Background: an optimization exercise with open tools, aiming at small area and a short achievable clock period. Do not read the settings as production practice. Only simulation tests tie the RTL to the original design; equivalence was not proved. Power is estimated from default activity; no workload was simulated.

==> flow/design.v <==
module pipeline(
	input				clk,			 
	input				rst_n,		 
	output [9:0]	imem_addr,	 
	input  [15:0]	imem_data,	 
	output			wb_en,		 
	output [3:0]	wb_addr,		 
	output [15:0]	wb_data		 
);
reg [9:0]  PC;
reg        START;
reg [15:0] IRF;
reg [15:8] IRD;       
reg [3:0]  E_op;      
reg [3:0]  E_rd;
reg        E_nz;      
reg        E_sub;     
reg [15:0] R1E;
reg [15:0] R2E;       
reg [15:0] saida_ula;
reg        mult, mult1, mult2, mult3;
reg [3:0]  M0_rd, M1_rd, M2_rd, M3_rd;
reg [15:0] aux3;
reg [3:0]  W_rd;
reg        W_nz;
reg [15:0] saida_ulaW;
reg [15:0] registers [15:0];
assign imem_addr = PC;
assign wb_en   = rst_n & W_nz;
assign wb_addr = W_rd;
assign wb_data = saida_ulaW;
always @(posedge clk) begin
	if (!rst_n) begin
		PC <= 10'd1023;
		START <= 1'b0;
		IRF <= 16'd0;
	end else if (!START) begin
		START <= 1'b1;
	end else begin
		IRF <= imem_data;
		PC <= PC + 10'd1;
	end
end
reg [7:0] rs_oh, rt_oh;    
function [3:0] oh2(input [1:0] v);
	oh2 = 4'b0001 << v;
endfunction
always @(posedge clk) begin
	if (!rst_n) begin
		IRD[15:8] <= 8'd0;
		rs_oh <= 8'h11;
		rt_oh <= 8'h11;
	end else begin
		IRD[15:8] <= IRF[15:8];
		rs_oh <= {oh2(IRF[7:6]), oh2(IRF[5:4])};
		rt_oh <= {oh2(IRF[3:2]), oh2(IRF[1:0])};
	end
end
wire [3:0] D_imm4 = {rs_oh[6] | rs_oh[7], rs_oh[5] | rs_oh[7], rs_oh[2] | rs_oh[3], rs_oh[1] | rs_oh[3]};
wire D_low0 = rs_oh[0] & rs_oh[4] & rt_oh[0] & rt_oh[4];    
wire [3:0] D_op = IRD[15:12];
wire D_imm = (D_op == 4'h3) || (D_op == 4'h7) || (D_op == 4'h8) ||
             (D_op == 4'h9) || (D_op == 4'hA) || (D_op == 4'hB);
wire D_sub = (D_op == 4'h2) || (D_op == 4'h3) || (D_op == 4'hB);
wire D_mul = (D_op == 4'hC);
reg [15:0] rs_val, rt_val;
integer j;
always @(*) begin
	rs_val = 16'd0;
	rt_val = 16'd0;
	for (j = 0; j < 16; j = j + 1) begin
		rs_val = rs_val | (registers[j] & {16{rs_oh[4 + j / 4] & rs_oh[j % 4]}});
		rt_val = rt_val | (registers[j] & {16{rt_oh[4 + j / 4] & rt_oh[j % 4]}});
	end
end
always @(posedge clk) begin
	if (!rst_n) begin
		E_op <= 4'd0;
		E_nz <= 1'b0;
		mult <= 1'b0;
	end else begin
		E_op <= D_mul ? 4'd0 : D_op;
		E_nz <= !D_mul && (IRD[15:8] != 8'd0 || !D_low0);
		mult <= D_mul;
	end
end
always @(posedge clk) begin
	E_rd  <= IRD[11:8];
	E_sub <= D_sub;
	M0_rd <= IRD[11:8];
	R1E   <= D_imm ? {12'd0, D_imm4} : rs_val;
	R2E   <= D_sub ? ~rt_val : rt_val;
end
wire [17:0] sum = {1'b0, R1E, 1'b1} + {1'b0, R2E, E_sub};
wire E_add = (E_op == 4'h1) || (E_op == 4'h2) || (E_op == 4'hA) || (E_op == 4'hB);
wire E_slt = (E_op == 4'h3);
wire E_and = (E_op == 4'h4) || (E_op == 4'h7);
wire E_or  = (E_op == 4'h5) || (E_op == 4'h8);
wire E_xor = (E_op == 4'h6) || (E_op == 4'h9);
reg [15:0] ula;
always @(*) begin
	ula = saida_ula;
	if (E_add) ula = sum[16:1];
	if (E_slt) ula = {15'd0, ~sum[17]};
	if (E_and) ula = R1E & R2E;
	if (E_or)  ula = R1E | R2E;
	if (E_xor) ula = R1E ^ R2E;
end
always @(posedge clk) begin
	if (!rst_n) saida_ula <= 16'd0;
	else        saida_ula <= ula;
end
wire mw0 = R1E[0] & R2E[0];
wire mw1 = R1E[1] & R2E[0];
wire mw2 = R1E[2] & R2E[0];
wire mw3 = R1E[3] & R2E[0];
wire mw4 = R1E[4] & R2E[0];
wire mw5 = R1E[5] & R2E[0];
wire mw6 = R1E[6] & R2E[0];
wire mw7 = R1E[7] & R2E[0];
wire mw8 = R1E[8] & R2E[0];
wire mw9 = R1E[9] & R2E[0];
wire mw10 = R1E[10] & R2E[0];
wire mw11 = R1E[11] & R2E[0];
wire mw12 = R1E[12] & R2E[0];
wire mw13 = R1E[13] & R2E[0];
wire mw14 = R1E[14] & R2E[0];
wire mw15 = R1E[15] & R2E[0];
wire mw16 = R1E[0] & R2E[1];
wire mw17 = R1E[1] & R2E[1];
wire mw18 = R1E[2] & R2E[1];
wire mw19 = R1E[3] & R2E[1];
wire mw20 = R1E[4] & R2E[1];
wire mw21 = R1E[5] & R2E[1];
wire mw22 = R1E[6] & R2E[1];
wire mw23 = R1E[7] & R2E[1];
wire mw24 = R1E[8] & R2E[1];
wire mw25 = R1E[9] & R2E[1];
wire mw26 = R1E[10] & R2E[1];
wire mw27 = R1E[11] & R2E[1];
wire mw28 = R1E[12] & R2E[1];
wire mw29 = R1E[13] & R2E[1];
wire mw30 = R1E[14] & R2E[1];
wire mw31 = R1E[0] & R2E[2];
wire mw32 = R1E[1] & R2E[2];
wire mw33 = R1E[2] & R2E[2];
wire mw34 = R1E[3] & R2E[2];
wire mw35 = R1E[4] & R2E[2];
wire mw36 = R1E[5] & R2E[2];
wire mw37 = R1E[6] & R2E[2];
wire mw38 = R1E[7] & R2E[2];
wire mw39 = R1E[8] & R2E[2];
wire mw40 = R1E[9] & R2E[2];
wire mw41 = R1E[10] & R2E[2];
wire mw42 = R1E[11] & R2E[2];
wire mw43 = R1E[12] & R2E[2];
wire mw44 = R1E[13] & R2E[2];
wire mw45 = R1E[0] & R2E[3];
wire mw46 = R1E[1] & R2E[3];
wire mw47 = R1E[2] & R2E[3];
wire mw48 = R1E[3] & R2E[3];
wire mw49 = R1E[4] & R2E[3];
wire mw50 = R1E[5] & R2E[3];
wire mw51 = R1E[6] & R2E[3];
wire mw52 = R1E[7] & R2E[3];
wire mw53 = R1E[8] & R2E[3];
wire mw54 = R1E[9] & R2E[3];
wire mw55 = R1E[10] & R2E[3];
wire mw56 = R1E[11] & R2E[3];
wire mw57 = R1E[12] & R2E[3];
wire mw58 = R1E[0] & R2E[4];
wire mw59 = R1E[1] & R2E[4];
wire mw60 = R1E[2] & R2E[4];
wire mw61 = R1E[3] & R2E[4];
wire mw62 = R1E[4] & R2E[4];
wire mw63 = R1E[5] & R2E[4];
wire mw64 = R1E[6] & R2E[4];
wire mw65 = R1E[7] & R2E[4];
wire mw66 = R1E[8] & R2E[4];
wire mw67 = R1E[9] & R2E[4];
wire mw68 = R1E[10] & R2E[4];
wire mw69 = R1E[11] & R2E[4];
wire mw70 = R1E[0] & R2E[5];
wire mw71 = R1E[1] & R2E[5];
wire mw72 = R1E[2] & R2E[5];
wire mw73 = R1E[3] & R2E[5];
wire mw74 = R1E[4] & R2E[5];
wire mw75 = R1E[5] & R2E[5];
wire mw76 = R1E[6] & R2E[5];
wire mw77 = R1E[7] & R2E[5];
wire mw78 = R1E[8] & R2E[5];
wire mw79 = R1E[9] & R2E[5];
wire mw80 = R1E[10] & R2E[5];
wire mw81 = R1E[0] & R2E[6];
wire mw82 = R1E[1] & R2E[6];
wire mw83 = R1E[2] & R2E[6];
wire mw84 = R1E[3] & R2E[6];
wire mw85 = R1E[4] & R2E[6];
wire mw86 = R1E[5] & R2E[6];
wire mw87 = R1E[6] & R2E[6];
wire mw88 = R1E[7] & R2E[6];
wire mw89 = R1E[8] & R2E[6];
wire mw90 = R1E[9] & R2E[6];
wire mw91 = R1E[0] & R2E[7];
wire mw92 = R1E[1] & R2E[7];
wire mw93 = R1E[2] & R2E[7];
wire mw94 = R1E[3] & R2E[7];
wire mw95 = R1E[4] & R2E[7];
wire mw96 = R1E[5] & R2E[7];
wire mw97 = R1E[6] & R2E[7];
wire mw98 = R1E[7] & R2E[7];
wire mw99 = R1E[8] & R2E[7];
wire mw100 = R1E[0] & R2E[8];
wire mw101 = R1E[1] & R2E[8];
wire mw102 = R1E[2] & R2E[8];
wire mw103 = R1E[3] & R2E[8];
wire mw104 = R1E[4] & R2E[8];
wire mw105 = R1E[5] & R2E[8];
wire mw106 = R1E[6] & R2E[8];
wire mw107 = R1E[7] & R2E[8];
wire mw108 = R1E[0] & R2E[9];
wire mw109 = R1E[1] & R2E[9];
wire mw110 = R1E[2] & R2E[9];
wire mw111 = R1E[3] & R2E[9];
wire mw112 = R1E[4] & R2E[9];
wire mw113 = R1E[5] & R2E[9];
wire mw114 = R1E[6] & R2E[9];
wire mw115 = R1E[0] & R2E[10];
wire mw116 = R1E[1] & R2E[10];
wire mw117 = R1E[2] & R2E[10];
wire mw118 = R1E[3] & R2E[10];
wire mw119 = R1E[4] & R2E[10];
wire mw120 = R1E[5] & R2E[10];
wire mw121 = R1E[0] & R2E[11];
wire mw122 = R1E[1] & R2E[11];
wire mw123 = R1E[2] & R2E[11];
wire mw124 = R1E[3] & R2E[11];
wire mw125 = R1E[4] & R2E[11];
wire mw126 = R1E[0] & R2E[12];
wire mw127 = R1E[1] & R2E[12];
wire mw128 = R1E[2] & R2E[12];
wire mw129 = R1E[3] & R2E[12];
wire mw130 = R1E[0] & R2E[13];
wire mw131 = R1E[1] & R2E[13];
wire mw132 = R1E[2] & R2E[13];
wire mw133 = R1E[0] & R2E[14];
wire mw134 = R1E[1] & R2E[14];
wire mw135 = R1E[0] & R2E[15];
wire mw136 = mw13 ^ mw28;
wire mw137 = mw13 & mw28;
wire mw138 = mw14 ^ mw29 ^ mw43;
wire mw139 = (mw14 & mw29) | (mw14 & mw43) | (mw29 & mw43);
wire mw140 = mw56 ^ mw68;
wire mw141 = mw56 & mw68;
wire mw142 = mw15 ^ mw30 ^ mw44;
wire mw143 = mw57 ^ mw69 ^ mw80;
wire mw144 = mw90 ^ mw99;
wire mw145 = mw9 ^ mw24;
wire mw146 = mw9 & mw24;
wire mw147 = mw10 ^ mw25 ^ mw39;
wire mw148 = (mw10 & mw25) | (mw10 & mw39) | (mw25 & mw39);
wire mw149 = mw52 ^ mw64;
wire mw150 = mw52 & mw64;
wire mw151 = mw11 ^ mw26 ^ mw40;
wire mw152 = (mw11 & mw26) | (mw11 & mw40) | (mw26 & mw40);
wire mw153 = mw53 ^ mw65 ^ mw76;
wire mw154 = (mw53 & mw65) | (mw53 & mw76) | (mw65 & mw76);
wire mw155 = mw86 ^ mw95;
wire mw156 = mw86 & mw95;
wire mw157 = mw12 ^ mw27 ^ mw41;
wire mw158 = (mw12 & mw27) | (mw12 & mw41) | (mw27 & mw41);
wire mw159 = mw54 ^ mw66 ^ mw77;
wire mw160 = (mw54 & mw66) | (mw54 & mw77) | (mw66 & mw77);
wire mw161 = mw87 ^ mw96 ^ mw104;
wire mw162 = (mw87 & mw96) | (mw87 & mw104) | (mw96 & mw104);
wire mw163 = mw111 ^ mw117;
wire mw164 = mw111 & mw117;
wire mw165 = mw136 ^ mw42 ^ mw55;
wire mw166 = (mw136 & mw42) | (mw136 & mw55) | (mw42 & mw55);
wire mw167 = mw67 ^ mw78 ^ mw88;
wire mw168 = (mw67 & mw78) | (mw67 & mw88) | (mw78 & mw88);
wire mw169 = mw97 ^ mw105 ^ mw112;
wire mw170 = (mw97 & mw105) | (mw97 & mw112) | (mw105 & mw112);
wire mw171 = mw118 ^ mw123 ^ mw127;
wire mw172 = (mw118 & mw123) | (mw118 & mw127) | (mw123 & mw127);
wire mw173 = mw138 ^ mw140 ^ mw79;
wire mw174 = (mw138 & mw140) | (mw138 & mw79) | (mw140 & mw79);
wire mw175 = mw89 ^ mw98 ^ mw106;
wire mw176 = (mw89 & mw98) | (mw89 & mw106) | (mw98 & mw106);
wire mw177 = mw113 ^ mw119 ^ mw124;
wire mw178 = (mw113 & mw119) | (mw113 & mw124) | (mw119 & mw124);
wire mw179 = mw128 ^ mw131 ^ mw133;
wire mw180 = (mw128 & mw131) | (mw128 & mw133) | (mw131 & mw133);
wire mw181 = mw142 ^ mw143 ^ mw144;
wire mw182 = mw107 ^ mw114 ^ mw120;
wire mw183 = mw125 ^ mw129 ^ mw132;
wire mw184 = mw134 ^ mw135 ^ mw139;
wire mw185 = mw6 ^ mw21;
wire mw186 = mw6 & mw21;
wire mw187 = mw7 ^ mw22 ^ mw36;
wire mw188 = (mw7 & mw22) | (mw7 & mw36) | (mw22 & mw36);
wire mw189 = mw49 ^ mw61;
wire mw190 = mw49 & mw61;
wire mw191 = mw8 ^ mw23 ^ mw37;
wire mw192 = (mw8 & mw23) | (mw8 & mw37) | (mw23 & mw37);
wire mw193 = mw50 ^ mw62 ^ mw73;
wire mw194 = (mw50 & mw62) | (mw50 & mw73) | (mw62 & mw73);
wire mw195 = mw83 ^ mw92;
wire mw196 = mw83 & mw92;
wire mw197 = mw145 ^ mw38 ^ mw51;
wire mw198 = (mw145 & mw38) | (mw145 & mw51) | (mw38 & mw51);
wire mw199 = mw63 ^ mw74 ^ mw84;
wire mw200 = (mw63 & mw74) | (mw63 & mw84) | (mw74 & mw84);
wire mw201 = mw93 ^ mw101 ^ mw108;
wire mw202 = (mw93 & mw101) | (mw93 & mw108) | (mw101 & mw108);
wire mw203 = mw147 ^ mw149 ^ mw75;
wire mw204 = (mw147 & mw149) | (mw147 & mw75) | (mw149 & mw75);
wire mw205 = mw85 ^ mw94 ^ mw102;
wire mw206 = (mw85 & mw94) | (mw85 & mw102) | (mw94 & mw102);
wire mw207 = mw109 ^ mw115 ^ mw146;
wire mw208 = (mw109 & mw115) | (mw109 & mw146) | (mw115 & mw146);
wire mw209 = mw151 ^ mw153 ^ mw155;
wire mw210 = (mw151 & mw153) | (mw151 & mw155) | (mw153 & mw155);
wire mw211 = mw103 ^ mw110 ^ mw116;
wire mw212 = (mw103 & mw110) | (mw103 & mw116) | (mw110 & mw116);
wire mw213 = mw121 ^ mw148 ^ mw150;
wire mw214 = (mw121 & mw148) | (mw121 & mw150) | (mw148 & mw150);
wire mw215 = mw157 ^ mw159 ^ mw161;
wire mw216 = (mw157 & mw159) | (mw157 & mw161) | (mw159 & mw161);
wire mw217 = mw163 ^ mw122 ^ mw126;
wire mw218 = (mw163 & mw122) | (mw163 & mw126) | (mw122 & mw126);
wire mw219 = mw152 ^ mw154 ^ mw156;
wire mw220 = (mw152 & mw154) | (mw152 & mw156) | (mw154 & mw156);
wire mw221 = mw165 ^ mw167 ^ mw169;
wire mw222 = (mw165 & mw167) | (mw165 & mw169) | (mw167 & mw169);
wire mw223 = mw171 ^ mw130 ^ mw158;
wire mw224 = (mw171 & mw130) | (mw171 & mw158) | (mw130 & mw158);
wire mw225 = mw160 ^ mw162 ^ mw164;
wire mw226 = (mw160 & mw162) | (mw160 & mw164) | (mw162 & mw164);
wire mw227 = mw173 ^ mw175 ^ mw177;
wire mw228 = (mw173 & mw175) | (mw173 & mw177) | (mw175 & mw177);
wire mw229 = mw179 ^ mw137 ^ mw166;
wire mw230 = (mw179 & mw137) | (mw179 & mw166) | (mw137 & mw166);
wire mw231 = mw168 ^ mw170 ^ mw172;
wire mw232 = (mw168 & mw170) | (mw168 & mw172) | (mw170 & mw172);
wire mw233 = mw181 ^ mw182 ^ mw183;
wire mw234 = mw184 ^ mw141 ^ mw174;
wire mw235 = mw176 ^ mw178 ^ mw180;
wire mw236 = mw4 ^ mw19;
wire mw237 = mw4 & mw19;
wire mw238 = mw5 ^ mw20 ^ mw34;
wire mw239 = (mw5 & mw20) | (mw5 & mw34) | (mw20 & mw34);
wire mw240 = mw47 ^ mw59;
wire mw241 = mw47 & mw59;
wire mw242 = mw185 ^ mw35 ^ mw48;
wire mw243 = (mw185 & mw35) | (mw185 & mw48) | (mw35 & mw48);
wire mw244 = mw60 ^ mw71 ^ mw81;
wire mw245 = (mw60 & mw71) | (mw60 & mw81) | (mw71 & mw81);
wire mw246 = mw187 ^ mw189 ^ mw72;
wire mw247 = (mw187 & mw189) | (mw187 & mw72) | (mw189 & mw72);
wire mw248 = mw82 ^ mw91 ^ mw186;
wire mw249 = (mw82 & mw91) | (mw82 & mw186) | (mw91 & mw186);
wire mw250 = mw191 ^ mw193 ^ mw195;
wire mw251 = (mw191 & mw193) | (mw191 & mw195) | (mw193 & mw195);
wire mw252 = mw100 ^ mw188 ^ mw190;
wire mw253 = (mw100 & mw188) | (mw100 & mw190) | (mw188 & mw190);
wire mw254 = mw197 ^ mw199 ^ mw201;
wire mw255 = (mw197 & mw199) | (mw197 & mw201) | (mw199 & mw201);
wire mw256 = mw192 ^ mw194 ^ mw196;
wire mw257 = (mw192 & mw194) | (mw192 & mw196) | (mw194 & mw196);
wire mw258 = mw203 ^ mw205 ^ mw207;
wire mw259 = (mw203 & mw205) | (mw203 & mw207) | (mw205 & mw207);
wire mw260 = mw198 ^ mw200 ^ mw202;
wire mw261 = (mw198 & mw200) | (mw198 & mw202) | (mw200 & mw202);
wire mw262 = mw209 ^ mw211 ^ mw213;
wire mw263 = (mw209 & mw211) | (mw209 & mw213) | (mw211 & mw213);
wire mw264 = mw204 ^ mw206 ^ mw208;
wire mw265 = (mw204 & mw206) | (mw204 & mw208) | (mw206 & mw208);
wire mw266 = mw215 ^ mw217 ^ mw219;
wire mw267 = (mw215 & mw217) | (mw215 & mw219) | (mw217 & mw219);
wire mw268 = mw210 ^ mw212 ^ mw214;
wire mw269 = (mw210 & mw212) | (mw210 & mw214) | (mw212 & mw214);
wire mw270 = mw221 ^ mw223 ^ mw225;
wire mw271 = (mw221 & mw223) | (mw221 & mw225) | (mw223 & mw225);
wire mw272 = mw216 ^ mw218 ^ mw220;
wire mw273 = (mw216 & mw218) | (mw216 & mw220) | (mw218 & mw220);
wire mw274 = mw227 ^ mw229 ^ mw231;
wire mw275 = (mw227 & mw229) | (mw227 & mw231) | (mw229 & mw231);
wire mw276 = mw222 ^ mw224 ^ mw226;
wire mw277 = (mw222 & mw224) | (mw222 & mw226) | (mw224 & mw226);
wire mw278 = mw233 ^ mw234 ^ mw235;
wire mw279 = mw228 ^ mw230 ^ mw232;
reg [57:0] mcs;  
always @(posedge clk) mcs <= {mw277, mw275, mw279, mw278, mw273, mw271, mw276, mw274, mw269, mw267, mw272, mw270, mw265, mw263, mw268, mw266, mw261, mw259, mw264, mw262, mw257, mw255, mw260, mw258, mw253, mw251, mw256, mw254, mw249, mw247, mw252, mw250, mw245, mw243, mw248, mw246, mw241, mw239, mw244, mw242, mw237, mw70, mw240, mw238, mw58, mw46, mw33, mw236, mw45, mw32, mw18, mw3, mw31, mw17, mw2, mw16, mw1, mw0};
wire mw280 = mcs[6] ^ mcs[7];
wire mw281 = mcs[6] & mcs[7];
wire mw282 = mcs[10] ^ mcs[11] ^ mcs[12];
wire mw283 = (mcs[10] & mcs[11]) | (mcs[10] & mcs[12]) | (mcs[11] & mcs[12]);
wire mw284 = mcs[14] ^ mcs[15] ^ mcs[16];
wire mw285 = (mcs[14] & mcs[15]) | (mcs[14] & mcs[16]) | (mcs[15] & mcs[16]);
wire mw286 = mcs[18] ^ mcs[19] ^ mcs[20];
wire mw287 = (mcs[18] & mcs[19]) | (mcs[18] & mcs[20]) | (mcs[19] & mcs[20]);
wire mw288 = mcs[22] ^ mcs[23] ^ mcs[24];
wire mw289 = (mcs[22] & mcs[23]) | (mcs[22] & mcs[24]) | (mcs[23] & mcs[24]);
wire mw290 = mcs[26] ^ mcs[27] ^ mcs[28];
wire mw291 = (mcs[26] & mcs[27]) | (mcs[26] & mcs[28]) | (mcs[27] & mcs[28]);
wire mw292 = mcs[30] ^ mcs[31] ^ mcs[32];
wire mw293 = (mcs[30] & mcs[31]) | (mcs[30] & mcs[32]) | (mcs[31] & mcs[32]);
wire mw294 = mcs[34] ^ mcs[35] ^ mcs[36];
wire mw295 = (mcs[34] & mcs[35]) | (mcs[34] & mcs[36]) | (mcs[35] & mcs[36]);
wire mw296 = mcs[38] ^ mcs[39] ^ mcs[40];
wire mw297 = (mcs[38] & mcs[39]) | (mcs[38] & mcs[40]) | (mcs[39] & mcs[40]);
wire mw298 = mcs[42] ^ mcs[43] ^ mcs[44];
wire mw299 = (mcs[42] & mcs[43]) | (mcs[42] & mcs[44]) | (mcs[43] & mcs[44]);
wire mw300 = mcs[46] ^ mcs[47] ^ mcs[48];
wire mw301 = (mcs[46] & mcs[47]) | (mcs[46] & mcs[48]) | (mcs[47] & mcs[48]);
wire mw302 = mcs[50] ^ mcs[51] ^ mcs[52];
wire mw303 = (mcs[50] & mcs[51]) | (mcs[50] & mcs[52]) | (mcs[51] & mcs[52]);
wire mw304 = mcs[54] ^ mcs[55] ^ mcs[56];
wire mw305 = mcs[3] ^ mcs[4];
wire mw306 = mcs[3] & mcs[4];
wire mw307 = mw280 ^ mcs[8] ^ mcs[9];
wire mw308 = (mw280 & mcs[8]) | (mw280 & mcs[9]) | (mcs[8] & mcs[9]);
wire mw309 = mw282 ^ mcs[13] ^ mw281;
wire mw310 = (mw282 & mcs[13]) | (mw282 & mw281) | (mcs[13] & mw281);
wire mw311 = mw284 ^ mcs[17] ^ mw283;
wire mw312 = (mw284 & mcs[17]) | (mw284 & mw283) | (mcs[17] & mw283);
wire mw313 = mw286 ^ mcs[21] ^ mw285;
wire mw314 = (mw286 & mcs[21]) | (mw286 & mw285) | (mcs[21] & mw285);
wire mw315 = mw288 ^ mcs[25] ^ mw287;
wire mw316 = (mw288 & mcs[25]) | (mw288 & mw287) | (mcs[25] & mw287);
wire mw317 = mw290 ^ mcs[29] ^ mw289;
wire mw318 = (mw290 & mcs[29]) | (mw290 & mw289) | (mcs[29] & mw289);
wire mw319 = mw292 ^ mcs[33] ^ mw291;
wire mw320 = (mw292 & mcs[33]) | (mw292 & mw291) | (mcs[33] & mw291);
wire mw321 = mw294 ^ mcs[37] ^ mw293;
wire mw322 = (mw294 & mcs[37]) | (mw294 & mw293) | (mcs[37] & mw293);
wire mw323 = mw296 ^ mcs[41] ^ mw295;
wire mw324 = (mw296 & mcs[41]) | (mw296 & mw295) | (mcs[41] & mw295);
wire mw325 = mw298 ^ mcs[45] ^ mw297;
wire mw326 = (mw298 & mcs[45]) | (mw298 & mw297) | (mcs[45] & mw297);
wire mw327 = mw300 ^ mcs[49] ^ mw299;
wire mw328 = (mw300 & mcs[49]) | (mw300 & mw299) | (mcs[49] & mw299);
wire mw329 = mw302 ^ mcs[53] ^ mw301;
wire mw330 = (mw302 & mcs[53]) | (mw302 & mw301) | (mcs[53] & mw301);
wire mw331 = mw304 ^ mcs[57] ^ mw303;
wire [10:0] mlo = {1'b0, mw319, mw317, mw315, mw313, mw311, mw309, mw307, mw305, mcs[1], mcs[0]} + {1'b0, mw318, mw316, mw314, mw312, mw310, mw308, mw306, mcs[5], mcs[2], 1'b0};
reg [10:0] mlo_q;  
reg [11:0] mcs2;  
always @(posedge clk) begin mlo_q <= mlo; mcs2 <= {mw330, mw331, mw328, mw329, mw326, mw327, mw324, mw325, mw322, mw323, mw320, mw321}; end
wire [5:0] mhi = {mcs2[10], mcs2[8], mcs2[6], mcs2[4], mcs2[2], mcs2[0]} + {mcs2[11], mcs2[9], mcs2[7], mcs2[5], mcs2[3], mcs2[1]} + mlo_q[10];
wire [15:0] mprod = {mhi, mlo_q[9:0]};
always @(posedge clk) begin
	if (!rst_n) begin
		mult1 <= 1'b0;
		mult2 <= 1'b0;
		mult3 <= 1'b0;
	end else begin
		mult1 <= mult;
		mult2 <= mult1;
		mult3 <= mult2;
	end
end
always @(posedge clk) begin
	M1_rd <= M0_rd;
	M2_rd <= M1_rd;
	M3_rd <= M2_rd;
	aux3  <= mprod;
end
always @(posedge clk) begin
	if (!rst_n) W_nz <= 1'b0;
	else        W_nz <= mult3 | E_nz;
	W_rd       <= mult3 ? M3_rd : E_rd;
	saida_ulaW <= mult3 ? aux3 : ula;
end
wire [15:0] wd_rst = saida_ulaW & {16{rst_n}};
genvar g;
generate for (g = 0; g < 16; g = g + 1) begin : rf
	wire we = !rst_n || (W_nz && W_rd == g);
	wire [15:0] wd = (g == 1 || g == 2) ? (wd_rst | {14'd0, !rst_n, !rst_n}) : wd_rst;
	always @(posedge clk) if (we) registers[g] <= wd;
end endgenerate
endmodule
==> flow/flow/run.sh <==
#!/bin/bash
set -euo pipefail
export BUFFER_PORTS_ARGS="-buffer_cell sky130_fd_sc_hd__buf_2"
bash standard.sh finish > standard_flow.log 2>&1
==> flow/standard.sh <==
#!/bin/bash
# synth_recipe.tcl (not shown) runs the flow's synth.tcl, then flattens the netlist and writes it again
# the make line also repeats each setting of config.mk as NAME=value (left out here)
make -C /OpenROAD-flow-scripts/flow DESIGN_CONFIG=/design/flow/config.mk WORK_HOME=/design/flow/orfs CLKGATE_MAP_FILE= SYNTH_SCRIPT=/design/flow/synth_recipe.tcl "${@:-finish}"
==> flow/config.mk <==
export PLATFORM = sky130hd
export DESIGN_NAME = pipeline
export DESIGN_NICKNAME = pipeline
export VERILOG_FILES = /design/flow/design.v
export SDC_FILE = /design/flow/constraint.sdc
export NUM_CORES = 4
export LEC_CHECK = 0
export CAP_MARGIN = 20
export CORE_MARGIN = 2
export CORE_UTILIZATION = 55
export CTS_BUF_LIST = sky130_fd_sc_hd__clkbuf_8
export CTS_CLUSTER_DIAMETER = 60
export CTS_CLUSTER_SIZE = 15
export SETUP_SLACK_MARGIN = 3.4
export SLEW_MARGIN = 20
==> flow/constraint.sdc <==
create_clock -name core_clock -period 6.0 [get_ports {clk}]
set_input_delay 1.2000 -clock core_clock [delete_from_list [all_inputs] [get_ports {clk}]]
set_output_delay 1.2000 -clock core_clock [all_outputs]
set_load 0.01 [all_outputs]
==> impl_metrics.yaml, run 1 <==
synth:
  synth-simple-area-share: 0.0868
  number_of_flops_mapped_to_enable_cells_by_yosys: 256
  synth_cell_types: 80
  yosysWarningCount: 2
  synth_cells: 1931
  ys_dominant_reg_cell: "edfxtp_1"
  syn_nets: 2090
  synth-async-reset-ratio: 0
  synth_mux_area_frac: 0.0142
  syn-cell-area_sq_um: 22700
  synth-compound-area-share: 0.175
  post_synth_fa_ha_maj_area_fraction: 0.105
  synthesis.area_per_instance_sq_um: 11.8
  dominant_combinational_cell_family_by_area_after_synthesis: "compound AO/OA/AOI/OAI gates"
  synth-seq-cells: 499
  synth_seq_area_share: 0.553
  synthXorXnorAreaFrac: 0.0247
cells_and_area:
  design.final.nets: 2165
  syn2layout_area_growth_pct: 11.8
  layout-drive-gt1-share: 0.173
  mostFrequentLayoutCell: "edfxtp_1"
  post_layout_nonfiller_instances: 2566
  final_cell_mix: "256 x edfxtp_1, 214 x dfxtp_1, 151 x nor2_1"
route:
  drtPass1Iterations: 10
  wirelength_mm: 76.1
  via_count: 17204
  drt-wirelength-per-cell_microns: 29.7
  residual_antenna_violating_net_count_after_detailed_routing: 0
  post-route-drc-count: 0
  via_per_inst: 6.70
  drt_first_iter_violations: 2977
global_routing:
  grt_usage: 0.353
  first_pass_grt_wire_length_mm: 112
  grt_pass1_vias: 17332
  initial_antenna_violation_count: 4
  grt_max_degree: 48
  global_route.overflow_total: 0
clocking:
  clock_transition_at_the_registers_of_the_reported_paths_ns: 0.09
  cts.path.max_buffers: 3
  tritoncts: "done"
  cts_buffers: 42
  clock_tree.htree_level_count: 2
  root_cell_of_the_clock_tree: "clkbuf_8"
  worst_skew_pair.late_latency_ns: 0.67
  cts-hold-fix-buffers: 0
  clock-sinks: 499
sta:
  setup-violations-final: 0
  setup-tns-final_ns: 0
  fin_skew_ns: 0.0261
  min_period_ns: 2.77
  relSlewSlack: 0.344
  postLayoutSetupSlackWorst_ns: 3.23
  layout_worst_path_cycle_share: 0.462
  worst_slew_pin_slew_ns: 0.981
  hold_viol_final: 0
  grt_setup_unrepaired: "true"
  holdWs_ns: 0.333
  timing.fmax_ghz: 0.361
  maxSlewViolCount: 0
place:
  placedCellCount: 2440
  place.detailed.hpwl_mm: 48.6
  place_ws_ns: 2.35
  gp_routability_congestion: 0.975
  port_buffers: 48
pwr:
  ir_worst_vdd_mv: 0.232
  power.leakage_nw: 9.89
  p_per_area_nw_per_um2: 343
  power_switching_mw: 2.88
  clock_power_share: 0.224
  cell_internal_pwr_mw: 5.84
  share_of_power_burned_in_registers: 0.515
  comb_power_share: 0.261
  swShare: 0.330
critical_path:
  criticalPathCategory: "in -> out"
  critPathMaxFanout: 8
  cp-start-kind: "input pin"
  cp_data_arrival_time_ns: 1.57
  critPathRequiredTime_ns: 4.80
  endpoint_kind: "primary output"
floorplanning:
  start_util: 0.556
  floorplan.rows: 74
  floorplan.die.width_microns: 207
  dieArea_sq_um: 42900
  design.portCount: 49
  floorplan.core_area_sq_um: 40800
  die_y_microns: 207
min_path:
  worst_hold_path_type: "reg -> reg"
outcome:
  status: "timing/DRC/antenna clean"
job:
  maxCapViolations: 0
-- layout make-up --
type                    instances  area, sq um
inverters                     134          564
clock inverters                25          179
well taps                     532          666
multi-input cells            1185         9670
repair buffers                144         1070
clock buffers                  45          619
flip-flops and latches        499        12600
diodes                          2         5.00
fillers                      3321        15400
-- worst max-delay path, stage by stage --
cell    delay, ns
buf_16       0.12
and2_4       0.14
buf_6        0.11
-- cells in the mapped netlist, types with 7 or more instances --
library cell | instances | area [sq um]
dfxtp_1 | 243 | 4860
edfxtp_1 | 256 | 7690
xnor2_1 | 43 | 377
and2_1 | 44 | 275
nand2_1 | 112 | 420
a32oi_1 | 10 | 87.6
fa_1 | 82 | 1640
xor2_1 | 21 | 184
a31oi_1 | 13 | 81.3
nand3_1 | 19 | 95.1
mux2i_1 | 21 | 210
a211oi_1 | 7 | 52.6
nand2b_1 | 15 | 93.8
a221oi_1 | 19 | 166
nand4_1 | 11 | 68.8
o221ai_1 | 9 | 78.8
buf_1 | 15 | 56.3
o22ai_1 | 18 | 113
inv_1 | 124 | 465
a221o_1 | 7 | 70.1
a22oi_1 | 49 | 368
nor2_1 | 166 | 623
a32o_1 | 13 | 130
a222oi_1 | 76 | 761
nor2b_1 | 7 | 43.8
clkinv_1 | 7 | 26.3
o2111ai_1 | 8 | 70.1
ha_1 | 59 | 738
a21o_1 | 10 | 75.1
a22o_1 | 58 | 508
mux2_2 | 10 | 113
clkbuf_1 | 86 | 323
a21oi_1 | 88 | 440
o21ai_0 | 65 | 325
and3_1 | 18 | 113
buf_2 | 10 | 50.1
-- final timing paths --
kind / startpoint / to / slack [ns] / cells after the start
setup / recovery: rst_n / wb_en / 3.23 / 3
hold / removal: M1_rd[2]$_DFF_P_ / M2_rd[2]$_DFF_P_ / 0.33 / 0
setup reg to reg: R2E[1]$_DFF_P_ / saida_ulaW[11]$_DFF_P_ / 3.27 / 11
hold reg to reg: M1_rd[2]$_DFF_P_ / M2_rd[2]$_DFF_P_ / 0.33 / 0
-- stage by stage --
step                instance area [sq um]  utilization  total power [mW]
floorplan                           22700            -              5.73
global placement                    23600        0.577              6.51
detailed placement                  23600        0.578              6.55
CTS                                 25000        0.613              8.64
global route                        25400        0.622              9.13
finish                              25400        0.622              8.71
-- registers in the layout, indices dropped and copies added, names as in the netlist, 12 cells and up --
name	cells
IRF	16
R1E	16
R2E	16
aux3	16
mcs	58
mcs2	12
registers	256
saida_ula	16
saida_ulaW	16
-- cell families after synthesis --
group	count (synthesis)
AO/OA/AOI/OAI	522
flip-flops	499
AND/OR/NAND/NOR	426
buffers and inverters	247
adder cells (fa/ha/maj)	142
XOR/XNOR	64
multiplexers	31
-- what timing repair did --
action,4_1_cts,5_1_grt
gates cloned,2,0
endpoints found under the setup margin,80,45
resized for setup,102,51
pin swaps,21,24
buffers inserted,30,22
-- power groups by stage --
stage | sequential, mW | clock (mW) | combinational [mW]
floorplan | 4.40 | 0 | 1.33
finish | 4.49 | 1.95 | 2.28
global route | 4.53 | 2.10 | 2.50
CTS | 4.48 | 1.99 | 2.18
global placement | 4.54 | 0 | 1.97
detailed placement | 4.55 | 0 | 2.00
-- routing by layer --
metal | vias up | part of all wire | GRT usage
met4 | 6 | 0.070 | 0.208
met2 | 1214 | 0.46 | 0.570
met1 | 8363 | 0.36 | 0.439
li1 | 7294 | - | -
met3 | 327 | 0.11 | 0.0761
met5 | - | 0.00051 | 0
==> run 2: changes to the inputs <==
==> flow/flow/run.sh (replaced) <==
#!/bin/bash
set -euo pipefail
export BUFFER_PORTS_ARGS="-buffer_cell sky130_fd_sc_hd__buf_2"
export CTS_ARGS="-sink_clustering_enable -repair_clock_nets -sink_clustering_size 15 -sink_clustering_max_diameter 60 -buf_list sky130_fd_sc_hd__clkbuf_8 -dont_use_dummy_load"
bash standard.sh finish > standard_flow.log 2>&1
==> impl_metrics.yaml, run 2 <==
outcome:
  status: "timing/DRC/antenna clean"
route:
  drtPass1Iterations: 8
  drt-wirelength-per-cell_microns: 30.2
  post-route-drc-count: 0
  via_per_inst: 6.80
  drt_first_iter_violations: 2842
  via_count: 17230
  residual_antenna_violating_net_count_after_detailed_routing: 0
  wirelength_mm: 76.4
synth:
  synthTopCellsByArea: "edfxtp_1 34%, dfxtp_1 21%, fa_1 7.2%"
  synthesis.area_per_instance_sq_um: 11.8
  number_of_flops_mapped_to_enable_cells_by_yosys: 256
  synth_top_area_share: 0.339
  syn-cell-area_sq_um: 22700
  synth-async-reset-ratio: 0
  synth_cells: 1931
  post_synth_fa_ha_maj_area_fraction: 0.105
  synth_mux_area_frac: 0.0142
  synth_seq_area_share: 0.553
  ys_dominant_reg_cell: "edfxtp_1"
  synth_area_leader_cell: "edfxtp_1"
  synth-compound-area-share: 0.175
  synth.top_cells.by_count: "256 x edfxtp_1, 243 x dfxtp_1, 166 x nor2_1"
  synth-seq-cells: 499
  dominant_combinational_cell_family_by_area_after_synthesis: "compound AO/OA/AOI/OAI gates"
  synthXorXnorAreaFrac: 0.0247
  yosysWarningCount: 2
  syn_nets: 2090
  yosysMostFrequentCell: "edfxtp_1"
  synth-simple-area-share: 0.0868
  synth_cell_types: 80
critical_path:
  worst_r2r_startpoint: "R2E[0]$_DFF_P_"
  cp-start-kind: "input pin"
  ff2ff_setup_slack_ns: 3.24
  rr_worst_depth: 12
  cp_data_arrival_time_ns: 1.58
  slowest_delay_ns: 0.14
  crit_path_cell_trace: "buf_16 -> and2_4 -> buf_6"
  worst_r2r_endpoint: "saida_ulaW[5]$_DFF_P_"
  cp_num_cells: 3
  timing.critical_path.slowest_stage_cell: "and2_4"
  endpoint_kind: "primary output"
  crit_buf_inv: 2
  criticalPathCategory: "in -> out"
  critPathMaxFanout: 7
  timing.critical_path.max_delay_family: "buffers and inverters"
  critPathRequiredTime_ns: 4.80
floorplanning:
  floorplan.core_area_sq_um: 40800
  dieArea_sq_um: 42900
  floorplan.rows: 74
  design.portCount: 49
  die_y_microns: 207
  start_util: 0.556
  floorplan.die.width_microns: 207
min_path:
  holdPathStages: 0
  timing.hold.worst.start: "mcs[0]$_DFF_P_"
  worst_hold_path_type: "reg -> reg"
  worst_hold_path.endpoint: "mlo_q[0]$_DFF_P_"
global_routing:
  first_pass_grt_wire_length_mm: 112
  grt_usage: 0.353
  grt_max_degree: 48
  global_route.overflow_total: 0
  grt_pass1_vias: 17337
  initial_antenna_violation_count: 2
job:
  maxCapViolations: 0
sta:
  worst_slew_pin_slew_ns: 0.993
  grt_setup_unrepaired: "true"
  hold_viol_final: 0
  relSlewSlack: 0.336
  setup-violations-final: 0
  fin_skew_ns: 0.0554
  maxSlewViolCount: 0
  layout_worst_path_cycle_share: 0.464
  min_period_ns: 2.78
  timing.fmax_ghz: 0.359
  setup-tns-final_ns: 0
  postLayoutSetupSlackWorst_ns: 3.22
place:
  place_ws_ns: 2.35
  gp_routability_congestion: 0.975
  placedCellCount: 2440
  place.detailed.hpwl_mm: 48.6
  port_buffers: 48
cells_and_area:
  reg_top3: "registers (256), mcs (58)"
  post_layout_nonfiller_instances: 2532
  largest_register_ff_count: 256
  syn2layout_area_growth_pct: 10.5
  mostFrequentLayoutCell: "edfxtp_1"
  registers.top_by_ff_count: "registers"
  post-route-util: 0.614
  layout-drive-gt1-share: 0.165
  design.final.nets: 2160
  final_cell_mix: "256 x edfxtp_1, 217 x dfxtp_1, 157 x nor2_1"
pwr:
  ir_worst_vdd_mv: 0.231
  p_per_area_nw_per_um2: 336
  power.leakage_nw: 9.70
clocking:
  clock-sinks: 499
  clock_tree.htree_level_count: 2
  root_cell_of_the_clock_tree: "clkbuf_8"
  tritoncts: "done"
  cts-hold-fix-buffers: 0
  worst_skew_pair.late_latency_ns: 0.68
  clock_transition_at_the_registers_of_the_reported_paths_ns: 0.09
  cts.path.max_buffers: 3
  cts_buffers: 42
run 2: cell counts after synthesis:
Identical to the previous run, type by type.
run 2: per-stage QoR:
stage	total power, mW	hold WS, ns	instance area (sq um)
after global placement	6.51	0.310	23600
after detailed placement	6.55	0.312	23600
after global routing	8.84	0.338	25100
after CTS	8.40	0.333	24800
final	8.44	0.332	25100
after floorplan	5.73	0.310	22700
run 2: per-layer routing:
metal | up-vias | track usage | routed length, microns
met5 | - | 0 | 0
met3 | 332 | 0.0741 | 8040
li1 | 7255 | - | -
met1 | 8404 | 0.440 | 27700
met4 | 0 | 0.206 | 5060
met2 | 1239 | 0.573 | 35600
run 2: how the worst max path moves through the flow:
| stage | startpoint | to | slack, ns |
|---|---|---|---|
| 6_report | rst_n | wb_en | 3.22 |
| 3_3_place_gp | rst_n | wb_en | 2.43 |
| 3_5_place_dp | rst_n | wb_en | 2.35 |
| 5_1_grt | R2E[0]$_DFF_P_ | mcs[50]$_DFF_P_ | 3.19 |
| 4_1_cts | rst_n | wb_en | 3.20 |
| 2_1_floorplan | rst_n | wb_en | 3.20 |
run 2: final cells by class:
type | count | area (sq um)
Sequential cell | 499 | 12600
Timing Repair Buffer | 139 | 1030
Tap cell | 532 | 666
Antenna cell | 1 | 2.50
Fill cell | 3353 | 15700
Clock buffer | 42 | 578
Inverter | 134 | 559
Multi-Input combinational cell | 1185 | 9650
run 2: cells by family (layout without fill, tap and decap cells):
kind of cell / Yosys count / in the layout
xor gates and xnor gates: 64 / 64
buffers and inverters: 247 / 315
and+or+nand+nor: 426 / 426
other: 0 / 1
muxes: 31 / 31
adders and majority gates: 142 / 142
DFF: 499 / 499
AOI/OAI and AO/OA: 522 / 522
run 2: repair_timing:
item	4_1_cts	5_1_grt
gates resized for setup	102	42
pin swaps	23	24
endpoints found under the setup margin	89	43
setup buffers	35	12
gates cloned	2	0
run 2: where the power goes:
group,switching [mW],leakage (nW),internal (mW)
Clock,1.07,0.302,0.627
Sequential,0.352,4.65,4.13
Combinational,1.36,4.75,0.891
==> run 3: changes to the inputs <==
--- a/flow/config.mk
+++ b/flow/config.mk
@@ -9,3 +9,3 @@
 export CORE_MARGIN = 2
-export CORE_UTILIZATION = 55
+export CORE_UTILIZATION = 65
 export CTS_BUF_LIST = sky130_fd_sc_hd__clkbuf_8
==> impl_metrics.yaml, run 3 <==
synth:
  synth_top_area_share: 0.339
  synthesis.area_per_instance_sq_um: 11.8
  synth-seq-cells: 499
  synth_seq_area_share: 0.553
  syn_nets: 2090
  synth_cells: 1931
  yosysMostFrequentCell: "edfxtp_1"
  ys_dominant_reg_cell: "edfxtp_1"
  synthTopCellsByArea: "edfxtp_1 34%, dfxtp_1 21%, fa_1 7.2%"
  synth-async-reset-ratio: 0
  number_of_flops_mapped_to_enable_cells_by_yosys: 256
  yosysWarningCount: 2
  synth_cell_types: 80
  synth_area_leader_cell: "edfxtp_1"
  syn-cell-area_sq_um: 22700
  synth.top_cells.by_count: "256 x edfxtp_1, 243 x dfxtp_1, 166 x nor2_1"
cells_and_area:
  layout-drive-gt1-share: 0.161
  syn2layout_area_growth_pct: 9.54
  registers.top_by_ff_count: "registers"
  final_cell_mix: "256 x edfxtp_1, 219 x dfxtp_1, 157 x nor2_1"
  post-route-util: 0.722
  largest_register_ff_count: 256
  reg_top3: "registers (256), mcs (58)"
  mostFrequentLayoutCell: "edfxtp_1"
  design.final.nets: 2159
  post_layout_nonfiller_instances: 2454
  final_design_area_no_fill_sq_um: 24900
sta:
  fin_skew_ns: 0.0784
  setup-tns-final_ns: 0
  timing.fmax_ghz: 0.362
  worst_slew_pin_slew_ns: 0.922
  grt_setup_unrepaired: "true"
  layout_worst_path_cycle_share: 0.461
  holdWs_ns: 0.333
  min_period_ns: 2.76
  maxSlewViolCount: 0
  relSlewSlack: 0.385
  setup-violations-final: 0
  postLayoutSetupSlackWorst_ns: 3.24
  hold_viol_final: 0
min_path:
  worst_hold_path_type: "reg -> reg"
  holdPathStages: 0
pwr:
  totalPowerFinal_mw: 8.39
  p_per_area_nw_per_um2: 337
  ir_worst_vdd_mv: 0.287
  power.leakage_nw: 9.67
floorplanning:
  dieArea_sq_um: 36400
  floorplan.rows: 68
  floorplan.die.width_microns: 191
  start_util: 0.659
  die_y_microns: 191
  design.portCount: 49
  floorplan.core_area_sq_um: 34500
route:
  drt-wirelength-per-cell_microns: 30.4
  via_count: 17639
  wirelength_mm: 74.5
  via_per_inst: 7.19
  drtPass1Iterations: 13
  residual_antenna_violating_net_count_after_detailed_routing: 0
  post-route-drc-count: 0
  drt_first_iter_violations: 3383
place:
  port_buffers: 48
  place_area_sq_um: 23500
  place_ws_ns: 2.86
  place.detailed.hpwl_mm: 47.9
  placedCellCount: 2368
  gp_routability_congestion: 1.02
global_routing:
  grt_usage: 0.409
  first_pass_grt_wire_length_mm: 108
  initial_antenna_violation_count: 5
  global_route.overflow_total: 0
  grt_pass1_vias: 17469
  grt_max_degree: 61
clocking:
  root_cell_of_the_clock_tree: "clkbuf_8"
  tritoncts: "done"
  cts-hold-fix-buffers: 0
  clock-sinks: 499
  cts.path.max_buffers: 3
  clock_tree.htree_level_count: 2
  clock_transition_at_the_registers_of_the_reported_paths_ns: 0.09
  cts_buffers: 40
  worst_skew_pair.late_latency_ns: 0.67
critical_path:
  endpoint_kind: "flip-flop"
  timing.critical_path.slowest_stage_cell: "or4_1"
  slowest_delay_ns: 0.47
  criticalPathCategory: "reg -> reg"
  cp_data_arrival_time_ns: 3.30
  critPathMaxFanout: 3
  crit_path_cell_trace: "clkinvlp_4 -> buf_12 -> ha_4 -> a21o_1 -> nand4_1 -> a211oi_2 -> o41ai_4 -> buf_4 -> or4_1 -> o311a_1 -> mux2i_1"
  critPathRequiredTime_ns: 6.54
  cp-start-kind: "flip-flop"
  rr_worst_depth: 11
job:
  maxCapViolations: 0
outcome:
  status: "timing/DRC/antenna clean"
run 3: layer usage:
metal / global-route usage / vias up / part of all wire
li1: - / 7260 / -
met1: 0.486 / 8350 / 0.33
met2: 0.643 / 1562 / 0.45
met3: 0.129 / 465 / 0.13
met4: 0.270 / 2 / 0.082
met5: 0 / - / 0.00017
run 3: cell type report:
cell class	instances	area (sq um)
well taps	455	569
inverters	134	566
multi-input cells	1185	9560
clock buffers	40	551
fillers	2398	9580
repair buffers	140	1020
diodes	1	2.50
flip-flops and latches	499	12600
run 3: where the power goes:
group	total (mW)	internal [mW]	switching, mW
Combinational	2.25	0.890	1.36
Sequential	4.49	4.13	0.358
Clock	1.65	0.598	1.05
Total	8.39	5.62	2.76
run 3: logic make-up (layout without fill, tap and decap cells):
group / count (synthesis) / count (layout) / share of synthesized area
AO/OA/AOI/OAI: 522 / 522 / 0.175
flip-flops: 499 / 499 / 0.553
buffers and inverters: 247 / 314 / 0.0417
adder cells (fa/ha/maj): 142 / 142 / 0.105
multiplexers: 31 / 31 / 0.0142
other: 0 / 1 / 0
AND/OR/NAND/NOR: 426 / 426 / 0.0868
XOR/XNOR: 64 / 64 / 0.0247
run 3: path summary, 6_finish.rpt:
| path | start | endpoint | slack [ns] |
|---|---|---|---|
| max | R2E[0]$_DFF_P_ | saida_ulaW[12]$_DFF_P_ | 3.24 |
| min | mlo_q[2]$_DFF_P_ | aux3[2]$_DFF_P_ | 0.33 |
| max reg2reg | R2E[0]$_DFF_P_ | saida_ulaW[12]$_DFF_P_ | 3.24 |
| min reg2reg | mlo_q[2]$_DFF_P_ | aux3[2]$_DFF_P_ | 0.33 |
run 3: what timing repair did:
item,CTS,global route
buffers inserted,33,11
resized for setup,80,50
setup endpoints to repair,52,40
cloned,1,0
pin swaps,15,27
run 3: worst max-delay path: cells and delay by family, from the launching register on:
kind	cells	cell delay (ns)
AOI/OAI and AO/OA	4	0.80
adders and majority gates	1	0.25
buffers and inverters	3	0.46
DFF	1	0.37
muxes	1	0.13
and+or+nand+nor	2	0.67
==> run 4: changes to the inputs <==
--- a/flow/config.mk
+++ b/flow/config.mk
@@ -9,3 +9,3 @@
 export CORE_MARGIN = 2
-export CORE_UTILIZATION = 65
+export CORE_UTILIZATION = 55
 export CTS_BUF_LIST = sky130_fd_sc_hd__clkbuf_8
@@ -13,3 +13,3 @@
 export CTS_CLUSTER_SIZE = 15
-export SETUP_SLACK_MARGIN = 3.4
+export SETUP_SLACK_MARGIN = 3.3
 export SLEW_MARGIN = 20
==> impl_metrics.yaml, run 4 <==
critical_path:
  slowest_delay_ns: 0.45
  criticalPathCategory: "reg -> reg"
  timing.critical_path.slowest_stage_cell: "a2111oi_4"
  cp-start-kind: "flip-flop"
  critPathMaxFanout: 5
  endpoint_kind: "flip-flop"
  crit_path_cell_trace: "clkinvlp_4 -> ha_4 -> nor2b_2 -> o31a_1 -> buf_4 -> a2111oi_4 -> nor2_1 -> xor2_1 -> o211ai_1 -> buf_4 -> a21oi_4"
  crit_path_frequent_cell: "buf_4"
  critPathRequiredTime_ns: 6.53
  cp_data_arrival_time_ns: 3.29
floorplanning:
  floorplan.die.width_microns: 207
  design.portCount: 49
  floorplan.rows: 74
  die_y_microns: 207
  start_util: 0.556
  dieArea_sq_um: 42900
  floorplan.core_area_sq_um: 40800
route:
  wirelength_mm: 74.9
  drtPass1Iterations: 13
  drt-wirelength-per-cell_microns: 29.7
  wl_met1_mm: 27.5
  via_count: 17024
  route.top_layer_used: "met5"
  post-route-drc-count: 0
  residual_antenna_violating_net_count_after_detailed_routing: 0
  drt_first_iter_violations: 2726
  dr_wl_met3_mm: 8.05
  wl_met2_mm: 35.4
  via_per_inst: 6.74
clocking:
  clock_transition_at_the_registers_of_the_reported_paths_ns: 0.09
  worst_skew_pair.late_latency_ns: 0.67
  cts-hold-fix-buffers: 0
  cts.path.max_buffers: 3
  clock-sinks: 499
  tritoncts: "done"
  root_cell_of_the_clock_tree: "clkbuf_8"
  cts_buffers: 41
  clock_tree.htree_level_count: 2
synth:
  synth-seq-cells: 499
  ys_dominant_reg_cell: "edfxtp_1"
  syn-cell-area_sq_um: 22700
  synth_seq_area_share: 0.553
  synth_cell_types: 80
  synthesis.area_per_instance_sq_um: 11.8
  yosysMostFrequentCell: "edfxtp_1"
  synth_area_leader_cell: "edfxtp_1"
  syn_nets: 2090
  yosysWarningCount: 2
  synth.top_cells.by_count: "256 x edfxtp_1, 243 x dfxtp_1, 166 x nor2_1"
  synthTopCellsByArea: "edfxtp_1 34%, dfxtp_1 21%, fa_1 7.2%"
  synth-async-reset-ratio: 0
  synth_top_area_share: 0.339
  synth_cells: 1931
  number_of_flops_mapped_to_enable_cells_by_yosys: 256
global_routing:
  grt_max_degree: 66
  grt_pass1_vias: 16907
  initial_antenna_violation_count: 2
  grt_usage: 0.346
  global_route.overflow_total: 0
  first_pass_grt_wire_length_mm: 110
cells_and_area:
  final_cell_mix: "256 x edfxtp_1, 221 x dfxtp_1, 159 x nor2_1"
  registers.top_by_ff_count: "registers"
  design.final.nets: 2153
  largest_register_ff_count: 256
  post-route-util: 0.607
  antenna-diode-count: 0
  reg_top3: "registers (256), mcs (58)"
  syn2layout_area_growth_pct: 9.16
  mostFrequentLayoutCell: "edfxtp_1"
  layout-drive-gt1-share: 0.149
sta:
  hold_viol_final: 0
  maxSlewViolCount: 0
  relSlewSlack: 0.221
  grt_setup_unrepaired: "true"
  fin_skew_ns: 0.0832
  layout_worst_path_cycle_share: 0.460
  worst_slew_pin_slew_ns: 1.17
  timing.fmax_ghz: 0.362
  holdWs_ns: 0.313
  setup-tns-final_ns: 0
  setup-violations-final: 0
  min_period_ns: 2.76
pwr:
  ir_worst_vdd_mv: 0.216
  power_switching_mw: 2.72
  share_of_power_burned_in_registers: 0.541
  comb_power_share: 0.259
  p_per_area_nw_per_um2: 336
  clock_power_share: 0.200
  swShare: 0.327
  cell_internal_pwr_mw: 5.60
  power.leakage_nw: 9.61
place:
  gp_routability_congestion: 0.944
  place.detailed.hpwl_mm: 49.4
  port_buffers: 48
job:
  maxCapViolations: 0
outcome:
  status: "timing/DRC/antenna clean"
min_path:
  worst_hold_path_type: "reg -> reg"
==> run 4: through the flow <==
stage	cells	setup slack, ns	area, sq um	power [mW]
2_1_floorplan	1931	3.20	22700	5.73
3_3_place_gp	2442	2.52	23600	6.53
3_5_place_dp	2442	2.51	23600	6.55
4_1_cts	2504	3.20	24500	8.29
5_1_grt	2524	3.19	24800	8.71
6_report	2524	3.24	24800	8.32
==> run 4: power groups by stage <==
stage | Combinational [mW] | Sequential [mW] | Clock (mW)
after global routing | 2.36 | 4.55 | 1.81
after CTS | 2.09 | 4.50 | 1.70
after global placement | 1.97 | 4.56 | 0
after floorplan | 1.33 | 4.40 | 0
after detailed placement | 1.99 | 4.56 | 0
final | 2.15 | 4.50 | 1.67
==> run 4: layout make-up <==
| type | count | area, sq um |
|---|---|---|
| Tap cell | 532 | 666 |
| Clock buffer | 41 | 564 |
| Inverter | 134 | 567 |
| Fill cell | 3338 | 16000 |
| Sequential cell | 499 | 12600 |
| Multi-Input combinational cell | 1185 | 9470 |
| Timing Repair Buffer | 133 | 915 |
==> run 4: logic make-up (layout without fill, tap and decap cells) <==
| kind of cell | count (synthesis) | after routing | synth area share |
|---|---|---|---|
| DFF | 499 | 499 | 0.553 |
| xor gates and xnor gates | 64 | 64 | 0.0247 |
| and+or+nand+nor | 426 | 426 | 0.0868 |
| adders and majority gates | 142 | 142 | 0.105 |
| buffers and inverters | 247 | 308 | 0.0417 |
| AOI/OAI and AO/OA | 522 | 522 | 0.175 |
| muxes | 31 | 31 | 0.0142 |
==> run 4: metal layers <==
layer / vias up / GRT usage
met4: 4 / 0.178
met5: - / 0
li1: 7246 / -
met3: 283 / 0.0760
met2: 1204 / 0.566
met1: 8287 / 0.433
==> run 4: worst paths after layout <==
| kind | endpoint | slack (ns) | cells past startpoint | from |
|---|---|---|---|---|
| max | saida_ulaW[11]$_DFF_P_ | 3.24 | 11 | R1E[1]$_DFF_P_ |
| min | aux3[6]$_DFF_P_ | 0.31 | 0 | mlo_q[6]$_DFF_P_ |
| max reg2reg | saida_ulaW[11]$_DFF_P_ | 3.24 | 11 | R1E[1]$_DFF_P_ |
| min reg2reg | aux3[6]$_DFF_P_ | 0.31 | 0 | mlo_q[6]$_DFF_P_ |
==> run 4: what timing repair did <==
| item | CTS | global route |
|---|---|---|
| endpoints found under the setup margin | 56 | 41 |
| setup buffers | 21 | 20 |
| resized for setup | 73 | 40 |
| pin swaps | 10 | 18 |
==> run 4: worst max-delay path: cells and delay by family, from the launching register on <==
family	cells	cell delay, ns
AO/OA/AOI/OAI	4	1.04
buffers and inverters	3	0.49
flip-flops	1	0.40
AND/OR/NAND/NOR	2	0.25
adder cells (fa/ha/maj)	1	0.24
XOR/XNOR	1	0.20
==> run 5: changes to the inputs <==
--- a/flow/design.v
+++ b/flow/design.v
@@ -13,3 +13,3 @@
 reg [15:8] IRD;       
-reg [3:0]  E_op;      
+reg        E_add, E_slt, E_and, E_or, E_xor;    
 reg [3:0]  E_rd;
@@ -77,3 +77,3 @@
 	if (!rst_n) begin
-		E_op <= 4'd0;
+		{E_add, E_slt, E_and, E_or, E_xor} <= 5'd0;
 		E_nz <= 1'b0;
@@ -81,3 +81,7 @@
 	end else begin
-		E_op <= D_mul ? 4'd0 : D_op;
+		E_add <= (D_op == 4'h1) || (D_op == 4'h2) || (D_op == 4'hA) || (D_op == 4'hB);
+		E_slt <= (D_op == 4'h3);
+		E_and <= (D_op == 4'h4) || (D_op == 4'h7);
+		E_or  <= (D_op == 4'h5) || (D_op == 4'h8);
+		E_xor <= (D_op == 4'h6) || (D_op == 4'h9);
 		E_nz <= !D_mul && (IRD[15:8] != 8'd0 || !D_low0);
@@ -94,7 +98,2 @@
 wire [17:0] sum = {1'b0, R1E, 1'b1} + {1'b0, R2E, E_sub};
-wire E_add = (E_op == 4'h1) || (E_op == 4'h2) || (E_op == 4'hA) || (E_op == 4'hB);
-wire E_slt = (E_op == 4'h3);
-wire E_and = (E_op == 4'h4) || (E_op == 4'h7);
-wire E_or  = (E_op == 4'h5) || (E_op == 4'h8);
-wire E_xor = (E_op == 4'h6) || (E_op == 4'h9);
 reg [15:0] ula;
--- a/flow/config.mk
+++ b/flow/config.mk
@@ -13,3 +13,3 @@
 export CTS_CLUSTER_SIZE = 15
-export SETUP_SLACK_MARGIN = 3.3
+export SETUP_SLACK_MARGIN = 3.4
 export SLEW_MARGIN = 20
==> impl_metrics.yaml, run 5 <==
synth:
  synth_mux_area_frac: 0.0145
  synth_top_area_share: 0.342
  post_synth_fa_ha_maj_area_fraction: 0.106
  synth-seq-cells: 500
  synth-compound-area-share: 0.169
  yosysWarningCount: 2
  synth_area_leader_cell: "edfxtp_1"
  number_of_flops_mapped_to_enable_cells_by_yosys: 256
  ys_dominant_reg_cell: "edfxtp_1"
  synth_seq_area_share: 0.559
  dominant_combinational_cell_family_by_area_after_synthesis: "compound AO/OA/AOI/OAI gates"
  syn-cell-area_sq_um: 22500
  synth-async-reset-ratio: 0
  synth_cells: 1892
  synthXorXnorAreaFrac: 0.0253
  yosysMostFrequentCell: "edfxtp_1"
  synthTopCellsByArea: "edfxtp_1 34%, dfxtp_1 22%, fa_1 7.3%"
  synth_cell_types: 80
  synthesis.area_per_instance_sq_um: 11.9
  synth.top_cells.by_count: "256 x edfxtp_1, 244 x dfxtp_1, 166 x nor2_1"
  synth-simple-area-share: 0.0878
  syn_nets: 2051
critical_path:
  rr_worst_depth: 8
  critPathRequiredTime_ns: 4.80
  worst_r2r_endpoint: "mcs[50]$_DFF_P_"
  crit_buf_inv: 2
  timing.critical_path.max_delay_family: "buffers and inverters"
  crit_path_cell_trace: "buf_16 -> and2_4 -> buf_6"
  timing.critical_path.slowest_stage_cell: "and2_4"
  cp_data_arrival_time_ns: 1.56
  cp-start-kind: "input pin"
  ff2ff_setup_slack_ns: 3.30
  slowest_delay_ns: 0.13
  endpoint_kind: "primary output"
  worst_r2r_startpoint: "R2E[1]$_DFF_P_"
  critPathMaxFanout: 4
  criticalPathCategory: "in -> out"
sta:
  fin_skew_ns: 0.0703
  hold_viol_final: 0
  timing.fmax_ghz: 0.363
  holdWs_ns: 0.324
  worst_slew_pin_slew_ns: 1.11
  min_period_ns: 2.76
  layout_worst_path_cycle_share: 0.459
  grt_setup_unrepaired: "true"
  setup-tns-final_ns: 0
  setup-violations-final: 0
  maxSlewViolCount: 0
  relSlewSlack: 0.257
global_routing:
  grt_pass1_vias: 16237
  grtUsageMet3: 0.0629
  first_pass_grt_wire_length_mm: 104
  initial_antenna_violation_count: 2
  busiest_layer: "met2"
  grt_use_met2: 0.555
  grt_usage: 0.341
  grt_max_degree: 52
  global_route.overflow_total: 0
  routing_usage_on_met1: 0.432
clocking:
  root_cell_of_the_clock_tree: "clkbuf_8"
  tritoncts: "done"
  worst_skew_pair.late_latency_ns: 0.66
  clock_transition_at_the_registers_of_the_reported_paths_ns: 0.10
  cts.path.max_buffers: 3
  clock-sinks: 500
  cts_buffers: 42
  clock_tree.htree_level_count: 2
cells_and_area:
  mostFrequentLayoutCell: "edfxtp_1"
  final_cell_mix: "256 x edfxtp_1, 218 x dfxtp_1, 165 x nor2_1"
  reg_top3: "registers (256), mcs (58)"
  registers.top_by_ff_count: "registers"
  antenna-diode-count: 0
  fillers: 3306
  design.final.nets: 2092
  largest_register_ff_count: 256
  syn2layout_area_growth_pct: 8.81
  layout-drive-gt1-share: 0.143
floorplanning:
  die_y_microns: 206
  floorplan.die.width_microns: 206
  floorplan.rows: 74
  dieArea_sq_um: 42600
  start_util: 0.554
  design.portCount: 49
  floorplan.core_area_sq_um: 40600
route:
  drt_first_iter_violations: 2430
  post-route-drc-count: 0
  drtPass1Iterations: 12
  via_per_inst: 6.67
  drt-wirelength-per-cell_microns: 29.2
  residual_antenna_violating_net_count_after_detailed_routing: 0
  via_count: 16418
  wirelength_mm: 71.9
pwr:
  p_per_area_nw_per_um2: 335
  ir_worst_vdd_mv: 0.182
  power.leakage_nw: 9.47
min_path:
  timing.hold.worst.start: "M1_rd[3]$_DFF_P_"
  worst_hold_path.endpoint: "M2_rd[3]$_DFF_P_"
  worst_hold_path_type: "reg -> reg"
  holdPathStages: 0
place:
  gp_routability_congestion: 0.964
  port_buffers: 48
  place.detailed.hpwl_mm: 46.8
outcome:
  status: "timing/DRC/antenna clean"
job:
  maxCapViolations: 0
run 5: changes by cell type in the layout (fill, tap and decap cells not counted), sizes merged, moves of 8 or more:
cell / before / now
a21oi: 89 / 75
a22oi: 50 / 60
buf: 133 / 108
o21ai: 70 / 62
a22o: 58 / 71
o22ai: 19 / 10
run 5: worst max-delay path by stage:
stage,to,start,cells past startpoint
floorplan,wb_en,rst_n,2
global placement,registers[3][11]$_DFFE_PP_,rst_n,3
detailed placement,registers[14][11]$_DFFE_PP_,rst_n,4
CTS,wb_en,rst_n,3
global route,mcs[50]$_DFF_P_,R2E[1]$_DFF_P_,8
finish,wb_en,rst_n,3
run 5: cell type report:
cell class / instances / area [sq um] / area share
repair buffers: 109 / 768 / 0.0314
flip-flops and latches: 500 / 12600 / 0.515
well taps: 532 / 666 / 0.0272
inverters: 121 / 494 / 0.0202
clock buffers: 42 / 578 / 0.0236
multi-input cells: 1159 / 9360 / 0.382
run 5: routing by layer:
metal / vias to the layer above / wire length (microns)
met5: - / 0
met4: 0 / 4260
li1: 7030 / -
met2: 1150 / 33700
met3: 274 / 7240
met1: 7964 / 26800
run 5: cells by family after synthesis:
kind of cell             after synthesis
multiplexers                          31
buffers and inverters                233
AND/OR/NAND/NOR                      427
flip-flops                           500
XOR/XNOR                              65
adder cells (fa/ha/maj)              141
AO/OA/AOI/OAI                        495
run 5: stage by stage:
step                      cell area, sq um  power [mW]  cells  setup WS [ns]   util
after floorplan                      22500        5.70   1892           3.32      -
after detailed placement             23400        6.45   2403           2.67  0.576
after CTS                            24200        8.18   2458           3.15  0.597
after global placement               23400        6.41   2402           2.72  0.575
after global routing                 24500        8.62   2463           3.23  0.602
final                                24500        8.21   2463           3.24  0.602
run 5: worst register-to-register path, delay by kind of cell, from the launching register on:
kind,cells,cell delay (ns)
AND/OR/NAND/NOR,1,0.06
adder cells (fa/ha/maj),4,1.93
flip-flops,1,0.39
buffers and inverters,3,0.20
run 5: report_power, final:
part,switching (mW),total (mW),internal [mW]
Clock,1.05,1.68,0.627
Combinational,1.21,2.05,0.840
Sequential,0.351,4.48,4.13
Total,2.61,8.21,5.60
run 5: what timing repair did:
action | 4_1_cts | 5_1_grt
gates cloned | 0 | 1
hold buffers | 0 | 0
setup endpoints to repair | 90 | 35
buffers inserted | 13 | 4
pin swaps | 3 | 4
resized for setup | 47 | 59

==> re-timing with driven ports <==
The results above use ideal ports. As a check the final layouts listed here were re-extracted and re-timed, cells and wires unchanged. Step 1 sets driving cells, clkbuf_16 on the clock port and buf_2 on the other inputs (assumed; they add their load-dependent delay and slew). Step 2 moves the port delays by t, midway between the first and last clock arrival at a register: inputs arrive t later, outputs are due t later. That takes back most of the time a late clock gives input paths. a / b / c = no drivers / after step 1 / after step 2; a / b = the first two.
run | t (ns) | setup WS [ns] | clock arrival spread, ns | cell pins on the clock port's net
run 1 | 0.704 | 3.228 / 3.063 / 3.063 | 0.033 / 0.033 | 1
run 2 | 0.700 | 3.218 / 3.047 / 3.047 | 0.060 / 0.060 | 1
run 3 | 0.687 | 3.236 / 3.172 / 2.825 | 0.084 / 0.084 | 1
run 4 | 0.687 | 3.238 / 3.180 / 2.836 | 0.084 / 0.084 | 1
run 5 | 0.681 | 3.244 / 3.152 / 2.803 | 0.071 / 0.071 | 1
After both steps every run listed still meets setup and hold. For run 5, which loses most, drivers alone change the setup slack by -0.092 ns; drivers and shift together by -0.441 ns.
